Background: an optimization exercise with open tools, aiming at small area. Do not read the settings as production practice.
In this exercise RTL edits were held to simulation tests only and were not proved equivalent to the original.
Power and IR drop assume default switching activity.

// Piano
module Piano(
	input clk,
	input reset,
	input sw1,
	input sw2,
	input sw3,
	input sw4,
	input sw5,
	input sw6,
	input sw7,
	input btn1,
	input btn2,
	input btn3,
	input btn4,
	output sound
	);
Size in the first run: about 350 flip-flops, roughly 9500 sq um of cells after synthesis.
Settings: LEC_CHECK=0, CAP_MARGIN=20, CORE_MARGIN=2, CORE_UTILIZATION=55, CTS_BUF_LIST=sky130_fd_sc_hd__clkbuf_4 sky130_fd_sc_hd__clkbuf_8, CTS_CLUSTER_DIAMETER=50, CTS_CLUSTER_SIZE=16, SLEW_MARGIN=20; clock period 6.0 ns.
standard.sh (not shown) runs the stock make flow with config.mk's settings and CLKGATE_MAP_FILE= SYNTH_SCRIPT=/design/flow/synth_recipe.tcl, a recipe that flattens the netlist after the stock synthesis.
==> flow/flow/run.sh <==
#!/bin/bash
# Own flow: the standard layout (standard.sh, unchanged synthesis), with two CTS and
# port-buffer options that ORFS only takes from the environment:
#  - clock tree from clkbuf_4/clkbuf_8 with sink clusters of 16 within 50 um, and no dummy
#    loads (cells CTS adds only to balance the tree's load)
#  - port buffers of the smallest buffer, buf_1
# Each tool's output goes to standard.log here; ORFS's own logs stay under orfs/logs.
set -euo pipefail
export CTS_ARGS="-sink_clustering_enable -repair_clock_nets -sink_clustering_size 16 -sink_clustering_max_diameter 50 -buf_list {sky130_fd_sc_hd__clkbuf_4 sky130_fd_sc_hd__clkbuf_8} -dont_use_dummy_load"
export BUFFER_PORTS_ARGS="-buffer_cell sky130_fd_sc_hd__buf_1"
bash standard.sh > standard.log 2>&1
Next try:
--- a/flow/flow/run.sh
+++ b/flow/flow/run.sh
@@ -9 +9 @@
-export CTS_ARGS="-sink_clustering_enable -repair_clock_nets -sink_clustering_size 16 -sink_clustering_max_diameter 50 -buf_list {sky130_fd_sc_hd__clkbuf_4 sky130_fd_sc_hd__clkbuf_8} -dont_use_dummy_load"
+export CTS_ARGS="-sink_clustering_enable -repair_clock_nets -sink_clustering_size 12 -sink_clustering_max_diameter 40 -buf_list {sky130_fd_sc_hd__clkbuf_2 sky130_fd_sc_hd__clkbuf_4} -dont_use_dummy_load"
The changed run ran to the end with no violations. Total power is lower by a few percent. Synthesized cell count does not change. Final area is lower slightly. Worst setup slack stays flat. Global-route usage is higher by 0.26 points. Clock power is lower by roughly a tenth. Register-to-register slack barely changes. Area after synthesis is unchanged.
Next try:
--- a/flow/flow/run.sh
+++ b/flow/flow/run.sh
@@ -9 +9 @@
-export CTS_ARGS="-sink_clustering_enable -repair_clock_nets -sink_clustering_size 12 -sink_clustering_max_diameter 40 -buf_list {sky130_fd_sc_hd__clkbuf_2 sky130_fd_sc_hd__clkbuf_4} -dont_use_dummy_load"
+export CTS_ARGS="-sink_clustering_enable -repair_clock_nets -sink_clustering_size 10 -sink_clustering_max_diameter 35 -buf_list {sky130_fd_sc_hd__clkbuf_2 sky130_fd_sc_hd__clkbuf_4} -dont_use_dummy_load"
Effect:
- wire length came out higher slightly
- setup slack degrades by 13 ps
- via count is higher slightly
Next try:
--- a/flow/flow/run.sh
+++ b/flow/flow/run.sh
@@ -9 +9 @@
-export CTS_ARGS="-sink_clustering_enable -repair_clock_nets -sink_clustering_size 10 -sink_clustering_max_diameter 35 -buf_list {sky130_fd_sc_hd__clkbuf_2 sky130_fd_sc_hd__clkbuf_4} -dont_use_dummy_load"
+export CTS_ARGS="-sink_clustering_enable -repair_clock_nets -sink_clustering_size 14 -sink_clustering_max_diameter 45 -buf_list {sky130_fd_sc_hd__clkbuf_4 sky130_fd_sc_hd__clkbuf_8} -dont_use_dummy_load"
Final cell count decreases slightly. Critical path depth stays the same. Worst hold slack hardly moves. Power climbs by a few percent. Clock power rises by roughly a tenth. Wire length went down slightly. Flip-flop and latch count does not change. Worst setup slack is better by 19 ps.

Piano, a different RTL version from the one above (not shown whole).
For scale: about 720 cells after synthesis, ~350 flip-flops, ~9400 um2 of cells after synthesis.
Settings: LEC_CHECK=0, CAP_MARGIN=20, CORE_MARGIN=2, CORE_UTILIZATION=55, CTS_BUF_LIST=sky130_fd_sc_hd__clkbuf_4 sky130_fd_sc_hd__clkbuf_8, CTS_CLUSTER_DIAMETER=50, CTS_CLUSTER_SIZE=16, SLEW_MARGIN=20; clock period 6.0 ns.
==> flow/flow/run.sh <==
#!/bin/bash
# Own flow: the standard layout (standard.sh, unchanged synthesis), with two CTS and
# port-buffer options that ORFS only takes from the environment:
#  - clock tree from clkbuf_4/clkbuf_8 with sink clusters of 16 within 50 um, and no dummy
#    loads (cells CTS adds only to balance the tree's load)
#  - port buffers of the smallest buffer, buf_1
# Each tool's output goes to standard.log here; ORFS's own logs stay under orfs/logs.
set -euo pipefail
export CTS_ARGS="-sink_clustering_enable -repair_clock_nets -sink_clustering_size 10 -sink_clustering_max_diameter 35 -buf_list {sky130_fd_sc_hd__clkbuf_2 sky130_fd_sc_hd__clkbuf_4} -dont_use_dummy_load"
export BUFFER_PORTS_ARGS="-buffer_cell sky130_fd_sc_hd__buf_1"
bash standard.sh > standard.log 2>&1
==> next run, changes <==
--- a/flow/flow/run.sh
+++ b/flow/flow/run.sh
@@ -9 +9 @@
-export CTS_ARGS="-sink_clustering_enable -repair_clock_nets -sink_clustering_size 10 -sink_clustering_max_diameter 35 -buf_list {sky130_fd_sc_hd__clkbuf_2 sky130_fd_sc_hd__clkbuf_4} -dont_use_dummy_load"
+export CTS_ARGS="-sink_clustering_enable -repair_clock_nets -sink_clustering_size 12 -sink_clustering_max_diameter 38 -buf_list {sky130_fd_sc_hd__clkbuf_2 sky130_fd_sc_hd__clkbuf_4} -dont_use_dummy_load"
Final area stays flat.
Cell count shrinks by 0.41%.
Power shrinks by 1.1%.
Non-clock buffer count stays the same.
Hold slack gets worse by 7.7 ps.
Via count shrinks by 0.47%.

==> re-timing with driven ports <==
No port has a modelled driver above. Below, the same layouts with a new extraction and two added sets of constraints. Step 1 sets driving cells, clkbuf_16 on the clock port and buf_2 on the other inputs (assumed; they add their load-dependent delay and slew). Step 2 moves the port delays by t, midway between the first and last clock arrival at a register: inputs arrive t later, outputs are due t later. That takes back most of the time a late clock gives input paths. a / b / c = no drivers / after step 1 / after step 2; a / b = the first two.
| run | shift t [ns] | slack for setup (ns) | clock arrival spread, ns | slew at the worst register clock pin (ns) |
|---|---|---|---|---|
| the first run of note 1 | 0.587 | 2.221 / 2.154 / 2.154 | 0.055 / 0.054 | 0.09 / 0.09 |
| the second run of note 1 | 0.639 | 2.220 / 2.154 / 2.154 | 0.060 / 0.059 | 0.12 / 0.12 |
| the third run of note 1 | 0.647 | 2.207 / 2.141 / 2.141 | 0.057 / 0.057 | 0.10 / 0.10 |
| the fourth run of note 1 | 0.603 | 2.226 / 2.161 / 2.161 | 0.056 / 0.057 | 0.09 / 0.09 |
| the first run of note 2 | 0.662 | 2.227 / 2.205 / 2.205 | 0.053 / 0.053 | 0.11 / 0.11 |
| the second run of note 2 | 0.639 | 2.255 / 2.233 / 2.233 | 0.061 / 0.061 | 0.12 / 0.12 |
After both steps setup and hold are still met in every run listed. The setup slack of the first run of note 1, which loses most, moves by -0.067 ns with the drivers and by -0.067 ns with both steps.
